Source: an optimization exercise on an open RTL-to-GDS flow (aim: small area). Production flows keep margins and buffers that such runs may drop. Function was checked by simulation only, so behaviour that the tests miss may differ from the original. Power is estimated from default activity; no workload was simulated.

==> flow/design.v (excerpt) <==
module AXI_connect
    #( parameter
                ADDR = 32,
                VALID = 1,
                PROT = 3,
                DATA = 32,
                STRB = 4,
                READY = 1,
                RESP = 2
    )
    ( clk, rst,
    M00_AWADDR, M00_ARADDR, M00_AWVALID, M00_WVALID, M00_ARVALID, M00_AWPROT, M00_ARPROT, M00_WDATA, M00_WSTRB, M00_BREADY, M00_RREADY,
    S00_BVALID, S00_RVALID, S00_RDATA, S00_AWREADY, S00_WREADY, S00_ARREADY, S00_BRESP, S00_RRESP,
    S01_BVALID, S01_RVALID, S01_RDATA, S01_AWREADY, S01_WREADY, S01_ARREADY, S01_BRESP, S01_RRESP,
    S02_BVALID, S02_RVALID, S02_RDATA, S02_AWREADY, S02_WREADY, S02_ARREADY, S02_BRESP, S02_RRESP,
    S03_BVALID, S03_RVALID, S03_RDATA, S03_AWREADY, S03_WREADY, S03_ARREADY, S03_BRESP, S03_RRESP,
    S04_BVALID, S04_RVALID, S04_RDATA, S04_AWREADY, S04_WREADY, S04_ARREADY, S04_BRESP, S04_RRESP,
    S05_BVALID, S05_RVALID, S05_RDATA, S05_AWREADY, S05_WREADY, S05_ARREADY, S05_BRESP, S05_RRESP,
    S00_AWADDR, S00_ARADDR, S00_AWVALID, S00_WVALID, S00_ARVALID, S00_AWPROT, S00_ARPROT, S00_WDATA, S00_WSTRB, S00_BREADY, S00_RREADY,
    S01_AWADDR, S01_ARADDR, S01_AWVALID, S01_WVALID, S01_ARVALID, S01_AWPROT, S01_ARPROT, S01_WDATA, S01_WSTRB, S01_BREADY, S01_RREADY,
    S02_AWADDR, S02_ARADDR, S02_AWVALID, S02_WVALID, S02_ARVALID, S02_AWPROT, S02_ARPROT, S02_WDATA, S02_WSTRB, S02_BREADY, S02_RREADY,
    S03_AWADDR, S03_ARADDR, S03_AWVALID, S03_WVALID, S03_ARVALID, S03_AWPROT, S03_ARPROT, S03_WDATA, S03_WSTRB, S03_BREADY, S03_RREADY,
    S04_AWADDR, S04_ARADDR, S04_AWVALID, S04_WVALID, S04_ARVALID, S04_AWPROT, S04_ARPROT, S04_WDATA, S04_WSTRB, S04_BREADY, S04_RREADY,
    S05_AWADDR, S05_ARADDR, S05_AWVALID, S05_WVALID, S05_ARVALID, S05_AWPROT, S05_ARPROT, S05_WDATA, S05_WSTRB, S05_BREADY, S05_RREADY,
    M00_BVALID, M00_RVALID, M00_RDATA, M00_AWREADY, M00_WREADY, M00_ARREADY, M00_BRESP, M00_RRESP
    );
Size in the first run: roughly 860 cells after synthesis, roughly 10 flip-flops, roughly 1100 I/O pins, about 6500 µm² of cells after synthesis.
==> flow/config.mk <==
export PLATFORM = sky130hd
export DESIGN_NAME = AXI_connect
export DESIGN_NICKNAME = AXI_connect
export VERILOG_FILES = /design/flow/design.v
export SDC_FILE = /design/flow/constraint.sdc
export NUM_CORES = 4
export LEC_CHECK = 0
export CAP_MARGIN = 20
export CORE_AREA = 5 5 395 395
export CTS_BUF_LIST = sky130_fd_sc_hd__clkbuf_1 sky130_fd_sc_hd__clkbuf_2 sky130_fd_sc_hd__clkbuf_4
export DIE_AREA = 0 0 400 400
export PLACE_DENSITY = 0.9
export SLEW_MARGIN = 20
==> flow/constraint.sdc <==
create_clock -name core_clock -period 6.0 [get_ports {clk}]
set_input_delay 1.2000 -clock core_clock [delete_from_list [all_inputs] [get_ports {clk}]]
set_output_delay 1.2000 -clock core_clock [all_outputs]
set_load 0.01 [all_outputs]
standard.sh (not shown) runs the stock make flow with config.mk's settings and CLKGATE_MAP_FILE= SYNTH_SCRIPT=/design/flow/synth_recipe.tcl, a recipe that flattens the netlist after the stock synthesis.
==> flow/flow/run.sh <==
#!/bin/bash
# Standard ORFS layout with two changes:
#  - synthesis maps the logic with an area-oriented ABC script (flow/abc_speed.script);
#    everything else in ORFS's scripts is used unchanged (copied to ./orfs_scripts);
#  - the port buffers are the smallest buffer cell;
#  - the pins of each bit of a routed signal are placed side by side (flow/pin_groups.txt).
set -eo pipefail
here=$(pwd)
rm -rf "$here/orfs_scripts"
cp -r "$FLOW_HOME/scripts" "$here/orfs_scripts"
cp "$here/flow/abc_speed.script" "$here/orfs_scripts/abc_speed.script"
export BUFFER_PORTS_ARGS="-buffer_cell sky130_fd_sc_hd__buf_1"
export PLACE_PINS_ARGS="$(cat "$here/flow/pin_groups.txt")"
bash standard.sh SCRIPTS_DIR="$here/orfs_scripts" synth > synth.log 2>&1
bash standard.sh > standard.log 2>&1
Other scripts of this flow, unchanged in this note and not shown: flow/flow/abc_speed.script, flow/flow/pin_groups.txt
==> next run, changes <==
--- a/flow/flow/run.sh
+++ b/flow/flow/run.sh
@@ -12,4 +12,6 @@
 export BUFFER_PORTS_ARGS="-buffer_cell sky130_fd_sc_hd__buf_1"
 export PLACE_PINS_ARGS="$(cat "$here/flow/pin_groups.txt")"
+export PRE_RESIZE_TCL="$here/flow/presize.tcl"
+export REMOVE_ABC_BUFFERS=1
 bash standard.sh SCRIPTS_DIR="$here/orfs_scripts" synth > synth.log 2>&1
 bash standard.sh > standard.log 2>&1
==> flow/flow/presize.tcl (new file) <==
# Before repair_design: drivers of high-fanout nets get a stronger cell of the same
# function, so the repair does not need to split those nets with large buffers.
foreach net [get_nets *] {
  set loads [get_pins -quiet -of_objects $net -filter "direction==input"]
  if { [llength $loads] < 16 } { continue }
  set drvr [get_pins -quiet -of_objects $net -filter "direction==output"]
  if { [llength $drvr] != 1 } { continue }
  set inst [get_cells -of_objects $drvr]
  set ref [get_property $inst ref_name]
  if { ![regexp {^(sky130_fd_sc_hd__\w+)_[12]$} $ref -> base] } { continue }
  set strong [get_lib_cells -quiet */${base}_4]
  if { [llength $strong] == 0 } { continue }
  puts "presize: [get_full_name $inst] $ref -> ${base}_4 (fanout [llength $loads])"
  replace_cell $inst [get_name [lindex $strong 0]]
}
- GPL_TIMING_DRIVEN: not set -> 0
- PLACE_DENSITY: 0.9 -> 0.7
The changed run finished with timing, DRC and antenna clean.
Sequential cell count stays the same.
Total power drops by 1.6%.
Via count goes down by 2.4%.
Routed wire length came out lower by 10%.
==> next run, changes <==
--- a/flow/flow/run.sh
+++ b/flow/flow/run.sh
@@ -12,6 +12,4 @@
 export BUFFER_PORTS_ARGS="-buffer_cell sky130_fd_sc_hd__buf_1"
 export PLACE_PINS_ARGS="$(cat "$here/flow/pin_groups.txt")"
-export PRE_RESIZE_TCL="$here/flow/presize.tcl"
-export REMOVE_ABC_BUFFERS=1
 bash standard.sh SCRIPTS_DIR="$here/orfs_scripts" synth > synth.log 2>&1
 bash standard.sh > standard.log 2>&1
- CAP_MARGIN: 20 -> 0
- GPL_TIMING_DRIVEN: 0 -> not set
- SLEW_MARGIN: 20 -> 0
removed: flow/flow/presize.tcl
Result: Clock skew is higher by 0.0064 ns. Wire length is lower by a few percent. Via count hardly moves. Clock power is lower slightly. Worst hold slack loses 0.0040 ns. First-iteration DRC count is lower by about a fifth. Setup slack gains 0.0032 ns. Design area stays flat. Maximum frequency hardly moves. Core utilization stays flat. Sequential share of layout area is about the same.
==> next run, changes <==
- CAP_MARGIN: 0 -> 20
- SLEW_MARGIN: 0 -> 20
- The changed run ran to the end with no violations
- worst hold slack does not change
- area after synthesis does not change
- fmax does not change
- clock skew does not change
- utilization is unchanged
- count of clock-buffer cells in the layout stays the same
- sequential cell count does not change
- via count stays the same
- first-iteration DRC count does not change
- design area is unchanged
- worst setup slack stays the same

[what the ideal ports hide]
How much do the figures lean on ideal ports? The routed layouts below were timed once more, with nothing changed but the port constraints.
Step 1, drivers: a clkbuf_16 drives clk and a buf_2 each remaining input, both assumed.
Step 2 times the ports against the registers' clock, not the clock port: input delays grow and output delays shrink by t, the midpoint of the rising clock arrivals with the driver on.
a / b / c = no drivers / after step 1 / after step 2; a / b = the first two.
run	t (ns)	slack for setup (ns)	worst hold slack (ns)
the first run	0.324	0.639 / 0.615 / 0.615	0.509 / 0.509 / 0.509
the second run	0.329	0.306 / 0.283 / 0.283	0.513 / 0.513 / 0.513
the third run	0.326	0.309 / 0.284 / 0.284	0.509 / 0.509 / 0.509
the fourth run	0.326	0.309 / 0.284 / 0.284	0.509 / 0.509 / 0.509
After both steps setup and hold are still met in every run listed.
